From an optimization exercise on the open Yosys and OpenROAD flow, aimed at small area and a short achievable clock period; shortcuts taken in it are not production practice.
The RTL was checked by simulation tests, not by an equivalence proof against the original design.

Design PE, start of the top module:
module PE (
    input              clk,
    input              CIM_en,
    input              STDW,  
    input              STDR,  
    input        [5:0] STD_A,  
    input        [3:0] weight_in,  
    input      [255:0] act_in,  
    output reg   [3:0] weight_out,  
    output reg  [13:0] PSUM  
);
Size in the first run: ~290 I/O pins, ~33000 µm² of cells after synthesis.
export LEC_CHECK = 0
export CAP_MARGIN = 20
export CORE_MARGIN = 2
export CORE_UTILIZATION = 40
export CTS_BUF_LIST = sky130_fd_sc_hd__clkbuf_8
export CTS_CLUSTER_DIAMETER = 60
export CTS_CLUSTER_SIZE = 10
export SLEW_MARGIN = 20
export SYNTH_HIERARCHICAL = 1
create_clock -name core_clock -period 20.0 [get_ports {clk}]
standard.sh (not shown) runs the stock make flow with config.mk's settings and CLKGATE_MAP_FILE= SYNTH_SCRIPT=/design/flow/synth_recipe.tcl, a recipe that flattens the netlist after the stock synthesis.
==> flow/flow/run.sh <==
#!/bin/bash
# The standard layout, with two changes: after the standard synthesis the
# nor3 cells (the address decoders) are set to their smallest drive strength
# (flow/downsize.py; the repair steps size up where needed), and the port
# buffers are plain buf_1 cells.
set -euo pipefail
R=orfs/results/$FLOW_PLATFORM/PE/base
bash standard.sh synth > synth.log 2>&1
python3 flow/downsize.py $R/1_2_yosys.v $FLOW_HOME/platforms/$FLOW_PLATFORM/lef/sky130_fd_sc_hd_merged.lef nor3 > downsize.log 2>&1
touch $R/1_2_yosys.v
bash standard.sh synth > synth_odb.log 2>&1
bash standard.sh BUFFER_PORTS_ARGS="-buffer_cell sky130_fd_sc_hd__buf_1" finish > finish.log 2>&1
==> flow/flow/downsize.py <==
#!/usr/bin/env python3
"""Set the cells of the families named on the command line to the smallest
drive strength of their family (same function, same pins), in place. Used
for the address decoders, which are far from the critical path; the layout's
repair steps size up again wherever slew or capacitance need it.
usage: downsize.py NETLIST.v CELLS.lef FAMILY..."""
import re, sys, collections

net_path, lef_path = sys.argv[1], sys.argv[2]
ONLY = ["sky130_fd_sc_hd__" + f for f in sys.argv[3:]]
lef = open(lef_path).read()
area = {m.group(1): float(m.group(2)) * float(m.group(3))
        for m in re.finditer(r'MACRO (\w+).*?SIZE\s+([\d.]+)\s+BY\s+([\d.]+)', lef, re.S)}
fam = collections.defaultdict(list)
for c in area:
    m = re.match(r'(sky130_fd_sc_hd__\w+?)_(\d+)$', c)
    if m:
        fam[m.group(1)].append((area[c], -int(m.group(2)), c))
SKIP = ('df', 'dl', 'clk', 'lpflow', 'probe', 'tap', 'fill', 'decap', 'conb', 'diode', 'sdf', 'edf')
swaps = collections.Counter()
def repl(m):
    cell = m.group(2)
    f = re.match(r'(sky130_fd_sc_hd__\w+?)_(\d+)$', cell)
    if not f or any(s in cell for s in SKIP) or f.group(1) not in ONLY:
        return m.group(0)
    best = min(fam[f.group(1)])[2]
    if area[best] < area[cell]:
        swaps[(cell, best)] += 1
        return m.group(1) + best + m.group(3)
    return m.group(0)
src = open(net_path).read()
out = re.sub(r'^(\s*)(sky130_fd_sc_hd__\w+)(\s)', repl, src, flags=re.M)
open(net_path, 'w').write(out)
saved = 0.0
for (a, b), n in sorted(swaps.items()):
    saved += (area[a] - area[b]) * n
    print(f"{n:5d} {a} -> {b}")
print(f"area saved: {saved:.1f} um2")
Change:
- CTS_CLUSTER_DIAMETER: 60 -> 80
- CTS_CLUSTER_SIZE: 10 -> 16
Outcome: Fmax is about the same; non-clock buffer count stays the same; global-route usage is lower by 0.16 points; die area does not change; wire length barely changes; via count barely changes.

* * *

old:
PE, a different RTL version from the one above (not shown whole).
Size in the first run: about 2700 cells after synthesis, roughly 260 flip-flops, about 290 I/O pins, roughly 0.035 mm2 of cells after synthesis.
clock: 20.0 ns
lec_check: 0
cap_margin: 20
core_margin: 2
core_utilization: 40
cts_buf_list: sky130_fd_sc_hd__clkbuf_4
slew_margin: 20
synth_hierarchical: 1
==> flow/flow/run.sh <==
#!/bin/bash
# The standard layout, with plain buf_1 cells as the port buffers.
set -euo pipefail
bash standard.sh synth > synth.log 2>&1
bash standard.sh BUFFER_PORTS_ARGS="-buffer_cell sky130_fd_sc_hd__buf_1" finish > finish.log 2>&1
old: done, clean on timing, DRC and antenna
The following lists how new was set up differently from old:
# old
export LEC_CHECK = 0
export CAP_MARGIN = 20
export CORE_MARGIN = 2
export CORE_UTILIZATION = 40
export CTS_BUF_LIST = sky130_fd_sc_hd__clkbuf_4
export SLEW_MARGIN = 20
export SYNTH_HIERARCHICAL = 1
create_clock -name core_clock -period 20.0 [get_ports {clk}]
# new
export LEC_CHECK = 0
export CAP_MARGIN = 20
export CORE_MARGIN = 2
export CORE_UTILIZATION = 60
export SLEW_MARGIN = 20
export SYNTH_HIERARCHICAL = 1
create_clock -name core_clock -period 20.0 [get_ports {clk}]
Results
new has fraction of layout cells with a size suffix above 1 below what old had. Lower final setup slack of the worst path goes to new over old. Diff old -> new: core area down about 34%, total wire length after detailed routing down about 4.6%. Relative to old, the number of tap instances of new is lower by 390. NOTE global-route wire length before repair old->new decreased by a few percent.

-- afterwards: timing with drivers on the ports --
The results above use ideal ports. As a check the final layouts listed here were re-extracted and re-timed, cells and wires unchanged. Step 1 assumes that a clkbuf_16 drives the clock port and a buf_2 every other input. Step 2 moves the port delays by t, midway between the first and last clock arrival at a register: inputs arrive t later, outputs are due t later. That takes back most of the time a late clock gives input paths. Three values: no drivers, after step 1, after step 2; two values: the first two.
run | t, ns | setup WS [ns] | worst setup path at the end | worst register clock-pin slew, ns | pins driven straight from the clock port
the first run of note 1 | 0.693 | 4.591 / 4.563 / 4.563 | input to output | 0.08 / 0.08 | 1
the second run of note 1 | 0.766 | 4.599 / 4.571 / 4.571 | input to output | 0.10 / 0.10 | 1
old | 0.942 | 3.817 / 3.736 / 3.736 | input to output | 0.07 / 0.07 | 1
new | 0.700 | 3.661 / 3.632 / 3.632 | input to output | 0.07 / 0.07 | 1
After both steps every run listed still meets setup and hold. The setup slack of old, which loses most, moves by -0.081 ns with the drivers and by -0.081 ns with both steps.
